This design comes from an exercise in tuning for small area, a short achievable clock period and few clock cycles per item on the open sky130 flow, not from production work. For this run, only the layout was checked, not whether the RTL still works. Power and IR drop assume default switching activity.

## design/flow/run.sh

```bash
#!/bin/bash
# synth_recipe.tcl (not shown) runs the flow's synth.tcl, then flattens the netlist and writes it again
# the make line also repeats each setting of config.mk as NAME=value (left out here)
make -C /OpenROAD-flow-scripts/flow DESIGN_CONFIG=/design/flow/config.mk WORK_HOME=/design/flow/orfs CLKGATE_MAP_FILE= SYNTH_SCRIPT=/design/flow/synth_recipe.tcl finish
```

## design/flow/config.mk

```make
export PLATFORM = sky130hd
export DESIGN_NAME = fft_computer
export DESIGN_NICKNAME = fft_computer
export VERILOG_FILES = /design/flow/design.v
export SDC_FILE = /design/flow/constraint.sdc
export NUM_CORES = 4
export LEC_CHECK = 0
export CAP_MARGIN = 20
export CORE_MARGIN = 2
export CORE_UTILIZATION = 45
export SLEW_MARGIN = 20
export SYNTH_MEMORY_MAX_BITS = 65536
```

## design/flow/constraint.sdc

```tcl
create_clock -name core_clock -period 10.0 [get_ports {i_clk}]
set_input_delay 2.0000 -clock core_clock [delete_from_list [all_inputs] [get_ports {i_clk}]]
set_output_delay 2.0000 -clock core_clock [all_outputs]
set_load 0.01 [all_outputs]
```

## design/flow/design.v

```verilog
module output_fifo #(
  parameter DEPTH = 128,
  parameter AW    = 7
)(
  input         s_aclk,
  input         s_aresetn,
  input         s_axis_tvalid,
  output        s_axis_tready,
  input  [31:0] s_axis_tdata,
  output        m_axis_tvalid,
  input         m_axis_tready,
  output [31:0] m_axis_tdata
);
reg [31:0]  mem [0:DEPTH-1];
reg [AW-1:0] wr_ptr;
reg [AW-1:0] rd_ptr;
reg [AW:0]   count;
wire wr = s_axis_tvalid & s_axis_tready;
wire rd = m_axis_tready & m_axis_tvalid;
assign s_axis_tready = (count != DEPTH);
assign m_axis_tvalid = (count != 0);
assign m_axis_tdata  = mem[rd_ptr];
always @(posedge s_aclk)
begin
    if(!s_aresetn)
    begin
        wr_ptr <= 0;
        rd_ptr <= 0;
        count  <= 0;
    end
    else
    begin
        if(wr)
            wr_ptr <= wr_ptr + 1'b1;
        if(rd)
            rd_ptr <= rd_ptr + 1'b1;
        count <= count + wr - rd;
    end
end
always @(posedge s_aclk)
begin
    if(wr)
        mem[wr_ptr] <= s_axis_tdata;
end
endmodule
module mulitiplier(
input             i_clk,
input             i_rst_n,
input [31:0]      i_data,
input             i_data_valid,
output            o_data_ready,
output reg[31:0]  o_data,
output reg        o_data_valid,
input             i_data_ready
);
assign o_data_ready   =   ~o_data_valid | i_data_ready;
always @(posedge i_clk)
begin
    if(!i_rst_n)
        o_data_valid   <=  1'b0;
    else if(o_data_ready)
    begin
        o_data        <=    i_data[15:0]*i_data[31:0];
        o_data_valid  <=    i_data_valid;
	end  
end
endmodule
module output_ctrl #(
parameter NPOINTS = 64,
parameter CW      = 6
)(
input        i_clk,
input        i_rst_n,
input [31:0] i_data,
input        i_data_valid,
output       o_data_ready,
output [31:0]o_data,
output  reg  o_data_valid,
input        i_data_ready
);
reg [CW-1:0] sample_cnt;
reg [CW-1:0] read_cnt;
wire        valid_input_data;
wire        valid_output_data;
wire        fifo_rd_en;
wire        fifo_ready;
reg  [31:0] fifo_wr_data;
wire [31:0] fifo_rd_data;
reg         window_cnt;
reg         fifo_wr_en;
assign o_data_ready      = fifo_ready & ~(window_cnt & o_data_valid);
assign valid_input_data  = i_data_valid & o_data_ready;
assign valid_output_data = o_data_valid & i_data_ready;
assign fifo_rd_en        = valid_output_data | (window_cnt & valid_input_data);
assign o_data            = fifo_rd_data;
always @(posedge i_clk)
begin
    if(!i_rst_n)
	 begin
	     sample_cnt  <=   0;
	 end
	 else
	 begin
       if(valid_input_data)
	         sample_cnt   <=   sample_cnt + 1'b1;
	 end			
end
always @(posedge i_clk)
begin
    if(!i_rst_n)
	 begin
	     read_cnt  <=   0;
	 end
	 else
	 begin
       if(valid_output_data)
	         read_cnt   <=   read_cnt + 1'b1;
	 end			
end
always @(posedge i_clk)
begin
    if(!i_rst_n)
	     window_cnt   <=   0;
	 else
	 begin
        if((sample_cnt == NPOINTS-1) & valid_input_data)
	         window_cnt   <=   window_cnt + 1;
	 end			
end
always @(posedge i_clk)
begin
    if(!i_rst_n)
	     o_data_valid   <=   0;
	 else
	 begin
        if((read_cnt == NPOINTS-1) & valid_output_data)
	         o_data_valid    <=    1'b0;
        else if((window_cnt==1) & (sample_cnt == NPOINTS-1) & valid_input_data)
	         o_data_valid    <=    1'b1;
	 end			
end
always @(posedge i_clk)
begin
    if(valid_input_data)
	 begin
	     fifo_wr_en    <=    1'b1;
	     if(window_cnt == 0)
		      fifo_wr_data <= i_data;
		  else
            fifo_wr_data <= i_data + fifo_rd_data;		  
	 end
	 else
	     fifo_wr_en    <=    1'b0;
end
output_fifo #(
  .DEPTH(2*NPOINTS),
  .AW(CW+1)
) fifo (
  .s_aclk(i_clk),  
  .s_aresetn(i_rst_n),  
  .s_axis_tvalid(fifo_wr_en),  
  .s_axis_tready(fifo_ready),  
  .s_axis_tdata(fifo_wr_data),  
  .m_axis_tvalid(),            
  .m_axis_tready(fifo_rd_en),  
  .m_axis_tdata(fifo_rd_data)  
);
endmodule
module fft_computer(
input        i_clk,
input        i_rst_n,
input        i_data_valid,
input [31:0] i_data,
output       o_data_ready,
output       o_data_valid,
output [31:0]o_data,
input        i_data_ready
); 
wire [31:0] mult_data;
wire        mult_data_valid;
wire        mult_data_ready;
mulitiplier mult (
    .i_clk(i_clk), 
    .i_rst_n(i_rst_n), 
    .i_data(i_data), 
    .i_data_valid(i_data_valid), 
    .o_data_ready(o_data_ready), 
    .o_data(mult_data), 
    .o_data_valid(mult_data_valid), 
    .i_data_ready(mult_data_ready)
);
output_ctrl ctrl (
    .i_clk(i_clk), 
    .i_rst_n(i_rst_n), 
    .i_data(mult_data), 
    .i_data_valid(mult_data_valid), 
    .o_data_ready(mult_data_ready), 
    .o_data(o_data), 
    .o_data_valid(o_data_valid), 
    .i_data_ready(i_data_ready)
);
endmodule
```

==> flow_summary_export.csv <==
group,metric,value,unit
worst_hold_path,worst_hold_path_type,"reg -> reg",
critical_path,worstSetupPathType,"in -> reg",
floorplanning,rows,226,
power,p_switching,11.4,mW
clocking,post_cts_buffers,0,
clocking,cts_tree,"yes",
logic_synthesis,yosysSeqAreaShare,73.3,%
power,intPower,32.1,mW
sta,finClkSkew,0.0717,ns
floorplanning,die_area,386000,um^2
cells_and_area,areaGrowthSynthToFinish,13.0,%
route,dr.first_iter.drc_count,10652,
logic_synthesis,yosys.area.top_type,"edfxtp_1",
cells_and_area,fin_nets,8522,
power,power.density,224,nW/um^2
critical_path,cp.arrival,8.89,ns
sta,rsz0062_at_grt,"no",
critical_path,crit_path_start_kind,"input port",
logic_synthesis,synth.avg_cell_area,22.3,um^2
power,vdd_drop_max,0.000345,V
logic_synthesis,ys_top_cells_by_area,"edfxtp_1 73%, mux4_2 17%, fa_1 3.2%, ha_1 0.82%, inv_1 0.79%",
floorplanning,core_area,379000,um^2
clocking,ctsHoldBuffers,0,
run,max_cap_viol_count,0,
logic_synthesis,ys_async_sr_fraction,0,%
global_route,grt_pass1_wl,642,mm
route,firstDrtPassIters,6,
power,pwr-share-clk,35.2,%
floorplanning,die_h,621,um
critical_path,cp_max_fo,13,
global_route,gr-total-overflow,0,
clocking,clock-sinks,4204,
route,drt-total-wl,456,mm
sta,holdWs,0.507,ns
logic_synthesis,netlist_area,172000,um^2
power,p_comb_share,17.3,%
global_route,grt_use_total,23.5,%
sta,fin_tns_setup,0,ns
logic_synthesis,synth.top_cell.area_share,72.8,%
worst_hold_path,hold_path_depth,2,
global_route,grt_start_max_net_pins,100,
critical_path,r2r-end,"ctrl.fifo_wr_data[30]",
worst_hold_path,whs_endpoint,"ctrl.read_cnt[5]",
sta,finalMaxSlewViolations,0,
logic_synthesis,yosys.cell_types.count,63,
logic_synthesis,synthTopCellsByCount,"4159 x edfxtp_1, 1324 x mux4_2, 362 x inv_1",
place,dp_hpwl,258,mm
route,wire_per_inst,33.9,um
logic_synthesis,yosys_warnings,3,
sta,maxSlewHeadroom,22.2,%
sta,worst_pin_slew,1.17,ns
critical_path,cp_data_required_time,10.65,ns
power,total_leakage_power,59.9,nW
logic_synthesis,syn-num-nets,8108,
sta,min_period,8.24,ns
global_route,antenna_found_initial,55,
logic_synthesis,synth_edf_count,4159,
power,power,43.4,mW
outcome,run_status,"finished clean",
cells_and_area,drive_gt1_share,28.4,%
clocking,clk_latency,0.97,ns
cells_and_area,fin_area,194000,um^2
sta,finalCritPeriodShare,82.4,%
clocking,cts_resized,0,
sta,fmax,121,MHz
global_route,grt_pass1_vias,84177,
route,drtAntennaViolNets,0,
clocking,cts_buffers,418,
logic_synthesis,synthMostInstantiatedCell,"edfxtp_1",
place,port_buffers,69,
route,vias,81940,
logic_synthesis,ys_ff_latch,4204,
cells_and_area,fillCellCount,29391,
sta,hold_viol,0,
clocking,cts.clk_slew.worst_paths,0.06,ns
power,seq_power_share,47.5,%
critical_path,reg2reg_depth,19,
clocking,htree_num_levels,5,
critical_path,r2r_slack,2.21,ns
route,drc,0,
clocking,cts_buffer_depth,4,
place,dpl_cell_area,181000,um^2
logic_synthesis,synthFlopType,"edfxtp_1",
clocking,root_buffer,"clkbuf_16",
worst_hold_path,worstHoldStart,"ctrl.read_cnt[5]",
logic_synthesis,syn_inst,7687,
sta,setup_violations,0,
power,swShare,26.2,%
floorplanning,initial_utilization,45.2,%
route,vias_per_cell,6.08,
place,gp_congestion,0.882,
floorplanning,pin_count,70,
floorplanning,dieWidth,621,um
critical_path,end_kind,"flop",
[cell usage in the layout (no fill, tap or decap), types with 12 or more instances in the layout]
cell | Yosys | final
edfxtp_1 | 4159 | 4159
mux4_2 | 1324 | 1324
clkbuf_16 | 0 | 423
inv_1 | 362 | 362
buf_4 | 1 | 274
fa_1 | 272 | 272
nand2_1 | 228 | 225
nor2_4 | 0 | 128
and2_1 | 116 | 116
ha_1 | 113 | 113
clkinv_1 | 0 | 101
clkbuf_1 | 292 | 99
xnor2_1 | 74 | 74
clkinv_2 | 0 | 69
clkdlybuf4s50_1 | 0 | 69
a21oi_1 | 64 | 64
mux2_2 | 59 | 59
nor2_1 | 173 | 45
bufinv_16 | 0 | 38
dfxtp_1 | 45 | 38
a21o_1 | 33 | 33
xor2_1 | 32 | 32
o21ai_0 | 27 | 27
nor2b_1 | 24 | 24
buf_12 | 0 | 24
mux2i_1 | 23 | 23
nand3_1 | 22 | 18
nand4_1 | 15 | 15
diode_2 | 0 | 13
nor3_1 | 12 | 12
[final cells by class]
type / instances / area, um^2 / share of cell area (%)
Timing Repair Buffer: 373 / 3330 / 1.72
Sequential cell: 4204 / 126000 / 64.9
Clock inverter: 233 / 2180 / 1.13
Clock buffer: 525 / 11000 / 5.67
Tap cell: 5016 / 6280 / 3.24
Inverter: 362 / 1360 / 0.701
Antenna cell: 13 / 32.5 / 0.0168
Multi-Input combinational cell: 2742 / 43800 / 22.6
[worst max path at each step]
stage / from / to / slack [ns] / depth (start not counted)
after floorplan: i_data[3] / mult.o_data[31] / 1.93 / 24
after global placement: i_data[3] / mult.o_data[31] / 0.90 / 25
after detailed placement: i_data[3] / mult.o_data[31] / 0.86 / 25
after CTS: flop / o_data[26] / 1.80 / 8
after global routing: i_data[3] / mult.o_data[31] / 1.46 / 25
final: i_data[3] / mult.o_data[31] / 1.76 / 25
[metrics by stage]
| step | setup slack, ns | utilization (%) | cells |
|---|---|---|---|
| final | 1.76 | 51.1 | 13468 |
| after global routing | 1.46 | 51.1 | 13456 |
| after CTS | 1.80 | 51.1 | 13454 |
| after detailed placement | 0.862 | 47.6 | 12696 |
| after global placement | 0.899 | 47.6 | 12694 |
| after floorplan | 1.93 | - | 7687 |
[worst max-delay path, stage by stage]
cell and delay, ns:
clkdlybuf4s50_1 0.83, inv_1 0.32, nor2_1 0.26, ha_1 0.30, xor2_1 0.19, fa_1 0.54
fa_1 0.52, inv_1 0.06, fa_1 0.44, fa_1 0.51, inv_1 0.05, fa_1 0.48
inv_1 0.04, ha_1 0.35, a21o_1 0.21, a21o_1 0.17, a21o_1 0.18, a21o_1 0.17
a21o_1 0.18, a32oi_1 0.23, a21oi_1 0.16, a211oi_1 0.34, o21bai_1 0.10, a21oi_1 0.19
xnor2_1 0.09
[flip-flops by register name, summed over array words and instances, names as in the netlist, named ones only]
name and cells:
ctrl.fifo.wr_ptr 7, ctrl.window_cnt 1, ctrl.fifo.mem 4096, ctrl.sample_cnt 6, ctrl.o_data_valid 1, mult.o_data_valid 1, ctrl.fifo_wr_en 1, ctrl.read_cnt 6
ctrl.fifo_wr_data 32, ctrl.fifo.rd_ptr 7, ctrl.fifo.count 8, mult.o_data 31
[layer usage]
metal | up-vias | wire length (um) | GRT usage [%]
met5 | - | 42 | 0
met4 | 6 | 11700 | 5.81
met3 | 580 | 40700 | 3.94
met2 | 3887 | 221000 | 38.0
met1 | 44980 | 183000 | 33.7
li1 | 32487 | - | -
[power by group through the flow]
stage	combinational [mW]	sequential, mW	clock (mW)
4_1_cts	7.66	20.6	15.5
5_1_grt	8.41	20.6	16.1
6_report	7.53	20.6	15.3
3_3_place_gp	7.44	21.0	0
2_1_floorplan	4.70	21.4	0
3_5_place_dp	7.56	21.0	0
[cells by family after synthesis]
group | count (synthesis) | share of synthesized area, %
DFF | 4204 | 73.3
muxes | 1406 | 17.9
buffers and inverters | 741 | 1.69
and+or+nand+nor | 642 | 1.75
adders and majority gates | 385 | 4.00
AOI/OAI and AO/OA | 203 | 0.773
xor gates and xnor gates | 106 | 0.541

port drivers added, routing unchanged:
In the flow no input, the clock included, has a driving cell. The finished layout below was timed again as built, in two steps.
Step 1, drivers: a clkbuf_16 drives i_clk and a buf_2 each remaining input, both assumed.
Step 2 adds t to the input delays and takes it off the output delays; t is the mean of the earliest and latest rising clock arrival at the registers after step 1. Input paths then give back, and output paths get back, about the clock's delay inside the block.
a / b / c = ideal ports / drivers / drivers and shift; a / b = the first two.
t, ns: 1.045
setup WS [ns]: 1.760 / 1.820 / 0.792
latest minus earliest clock arrival (ns): 0.072 / 0.072
worst data-port slew with drivers (ns): 0.05
After both steps this run still meets setup and hold. For this run, drivers alone change the setup slack by +0.060 ns; drivers and shift together by -0.968 ns.
